This design comes from an exercise in tuning for small area on the open sky130 flow, not from production work.
The RTL was checked by simulation tests, not by an equivalence proof against the original design.
Power and IR drop assume default switching activity.

## datapath
module datapath(
    input clk,
    input reset,
    input [1:0] RegSrc,
    input RegWrite,
    input [1:0] ImmSrc,
    input ALUSrc,
    input [1:0] ALUControl,
    input MemToReg,
    input PCSrc,
    output [3:0] ALUFlags,
    output [31:0] PC,
    input [31:0] Instr,
    output [31:0] ALUOutput, WriteData,
    input [31:0] ReadData
);
export LEC_CHECK = 0
export ABC_AREA = 1
export CAP_MARGIN = 0
export CORE_MARGIN = 2
export CORE_UTILIZATION = 55
export GPL_TIMING_DRIVEN = 0
export SETUP_SLACK_MARGIN = 0.2
export SLEW_MARGIN = 0
create_clock -name core_clock -period 11.5 [get_ports {clk}]
standard.sh (not shown) runs the stock make flow with config.mk's settings and CLKGATE_MAP_FILE= SYNTH_SCRIPT=/design/flow/synth_recipe.tcl, a recipe that flattens the netlist after the stock synthesis.
==> flow/flow/run.sh <==
#!/bin/bash
# Own layout flow: the standard ORFS flow (standard.sh, unchanged synthesis script and
# register mapping), with these changes:
#  - ABC maps the combinational logic with an area-oriented script (flow/abc.script);
#    registers are mapped by dfflibmap before ABC, exactly as in the standard synthesis.
#  - port buffers use the smallest buffer cell (repair may still upsize them).
#  - CTS without dummy loads, with smaller sink clusters.
#  - after placement repair, the slew/cap buffers it inserted are shrunk to the
#    smallest size that keeps their nets' slews within 75% of the limit (flow/post_resize.tcl).
#
set -euo pipefail
W=$PWD
rm -rf "$W/own_scripts"
cp -r "$FLOW_HOME/scripts" "$W/own_scripts"
cp "$W/flow/abc.script" "$W/own_scripts/abc_area.script"
cp "$W/flow/abc.script" "$W/own_scripts/abc_speed.script"
CTS="-sink_clustering_enable -repair_clock_nets -dont_use_dummy_load"
CTS="$CTS -sink_clustering_size 14 -sink_clustering_max_diameter 60"
CTS="$CTS -buf_list sky130_fd_sc_hd__clkbuf_8"
bash "$W/standard.sh" \
  "SCRIPTS_DIR=$W/own_scripts" \
  "BUFFER_PORTS_ARGS=-buffer_cell sky130_fd_sc_hd__buf_1" \
  "CTS_ARGS=$CTS" \
  "POST_RESIZE_TCL=$W/flow/post_resize.tcl" \
  finish > "$W/own_flow_make.log" 2>&1
==> flow/flow/abc.script <==
&get -n
&st
&synch2
&dch -f
&nf -a -p
&put
buffer -c
upsize -c
dnsize -c
topo
stime -c
==> flow/flow/post_resize.tcl <==
# repair_design sizes the buffers it inserts for slew and capacitance generously;
# give each the smallest buffer that keeps the slews on its nets at most 75% of the
# limit and leaves no max-slew or max-capacitance violation (setup repair later
# upsizes any that timing needs)
proc own_net_slew_ok {inst limit} {
  foreach p [get_pins -of_objects $inst] {
    set net [get_nets -quiet -of_objects $p]
    if {$net eq ""} continue
    foreach q [get_pins -quiet -of_objects $net] {
      set s [get_property $q slew_max]
      if {$s ne "" && $s > $limit} { return 0 }
    }
  }
  return 1
}
proc own_downsize_repair_buffers {} {
  set sizes {sky130_fd_sc_hd__buf_1 sky130_fd_sc_hd__buf_2 sky130_fd_sc_hd__buf_4
    sky130_fd_sc_hd__buf_6 sky130_fd_sc_hd__buf_8 sky130_fd_sc_hd__buf_12
    sky130_fd_sc_hd__buf_16}
  set limit [expr {0.75 * 1.5}]
  estimate_parasitics -placement
  if {[sta::max_slew_violation_count] != 0 || [sta::max_capacitance_violation_count] != 0} {
    puts "own_downsize: violations before, skipped"
    return
  }
  foreach inst [get_cells -quiet {load_slew* max_cap* wire*}] {
    set orig [get_property $inst ref_name]
    set oi [lsearch $sizes $orig]
    if {$oi <= 0} continue
    for {set i 0} {$i < $oi} {incr i} {
      replace_cell $inst [lindex $sizes $i]
      estimate_parasitics -placement
      if {[sta::max_slew_violation_count] == 0 && [sta::max_capacitance_violation_count] == 0
          && [own_net_slew_ok $inst $limit]} { break }
    }
    if {$i == $oi} {
      replace_cell $inst $orig
      estimate_parasitics -placement
    } else {
      puts "own_downsize: [get_full_name $inst] $orig -> [lindex $sizes $i]"
    }
  }
  report_design_area
}
own_downsize_repair_buffers
==> next run, changes <==
--- a/flow/flow/run.sh
+++ b/flow/flow/run.sh
@@ -8,2 +7,0 @@
-#  - after placement repair, the slew/cap buffers it inserted are shrunk to the
-#    smallest size that keeps their nets' slews within 75% of the limit (flow/post_resize.tcl).
@@ -18 +16 @@
-CTS="$CTS -sink_clustering_size 14 -sink_clustering_max_diameter 60"
+CTS="$CTS -sink_clustering_size 12 -sink_clustering_max_diameter 60"
@@ -24 +21,0 @@
-  "POST_RESIZE_TCL=$W/flow/post_resize.tcl" \
--- a/flow/flow/abc.script
+++ b/flow/flow/abc.script
@@ -3 +2,0 @@
-&synch2
Settings changed: CORE_UTILIZATION 55 to 50.
removed: flow/flow/post_resize.tcl
What happened: Clock-buffer cell count goes up by 7. Sequential cell count does not change. Critical path depth goes up by 4. Core utilization goes down by 4.6 points. Clock power goes up by 7.4%. Wire length goes up by 4.6%.
==> next run, changes <==
--- a/flow/flow/run.sh
+++ b/flow/flow/run.sh
@@ -7,0 +8,2 @@
+#  - after placement repair, the slew/cap buffers it inserted are shrunk to the
+#    smallest size that keeps every max-slew and max-capacitance limit (flow/post_resize.tcl).
@@ -16 +18 @@
-CTS="$CTS -sink_clustering_size 12 -sink_clustering_max_diameter 60"
+CTS="$CTS -sink_clustering_size 14 -sink_clustering_max_diameter 60"
@@ -21,0 +24 @@
+  "POST_RESIZE_TCL=$W/flow/post_resize.tcl" \
--- a/flow/flow/abc.script
+++ b/flow/flow/abc.script
@@ -2,0 +3 @@
+&synch2
==> flow/flow/post_resize.tcl (new file) <==
# repair_design sizes the buffers it inserts for slew and capacitance generously;
# give each the smallest buffer that still leaves no max-slew or max-capacitance
# violation (setup repair later upsizes any that timing needs)
proc own_downsize_repair_buffers {} {
  set sizes {sky130_fd_sc_hd__buf_1 sky130_fd_sc_hd__buf_2 sky130_fd_sc_hd__buf_4
    sky130_fd_sc_hd__buf_6 sky130_fd_sc_hd__buf_8 sky130_fd_sc_hd__buf_12
    sky130_fd_sc_hd__buf_16}
  estimate_parasitics -placement
  if {[sta::max_slew_violation_count] != 0 || [sta::max_capacitance_violation_count] != 0} {
    puts "own_downsize: violations before, skipped"
    return
  }
  foreach inst [get_cells -quiet {load_slew* max_cap* wire*}] {
    set orig [get_property $inst ref_name]
    set oi [lsearch $sizes $orig]
    if {$oi <= 0} continue
    for {set i 0} {$i < $oi} {incr i} {
      replace_cell $inst [lindex $sizes $i]
      estimate_parasitics -placement
      if {[sta::max_slew_violation_count] == 0 && [sta::max_capacitance_violation_count] == 0} { break }
    }
    if {$i == $oi} {
      replace_cell $inst $orig
      estimate_parasitics -placement
    } else {
      puts "own_downsize: [get_full_name $inst] $orig -> [lindex $sizes $i]"
    }
  }
  report_design_area
}
own_downsize_repair_buffers
Settings changed: CORE_UTILIZATION 50 to 55.
After rerunning: With this change the flow completed and failed the layout checks on capacitance limit, slew limit. Design area decreases by 2.5%. Core utilization grows by 4.7 points. Synthesized cell count goes down by 2.6%.

-- re-timing with driven ports --
How much do the figures lean on ideal ports? The routed layouts below were timed once more, with nothing changed but the port constraints. Step 1 (the two cells are an assumption about what drives the block):
set clk [get_ports {clk}]
set_driving_cell -lib_cell sky130_fd_sc_hd__clkbuf_16 $clk
set_driving_cell -lib_cell sky130_fd_sc_hd__buf_2 [delete_from_list [all_inputs] $clk]
Step 2 also shifts input and output timing later by t, the mid clock arrival at the registers, as if the neighbouring blocks saw the same clock. Three values: no drivers, after step 1, after step 2; two values: the first two.
| run | t, ns | slack for setup (ns) | latest minus earliest clock arrival (ns) |
|---|---|---|---|
| the first run | 0.679 | 0.243 / 0.214 / 0.214 | 0.046 / 0.046 |
| the second run | 0.715 | 0.250 / 0.217 / 0.217 | 0.055 / 0.055 |
| the third run | 0.667 | 0.269 / 0.236 / 0.236 | 0.063 / 0.063 |
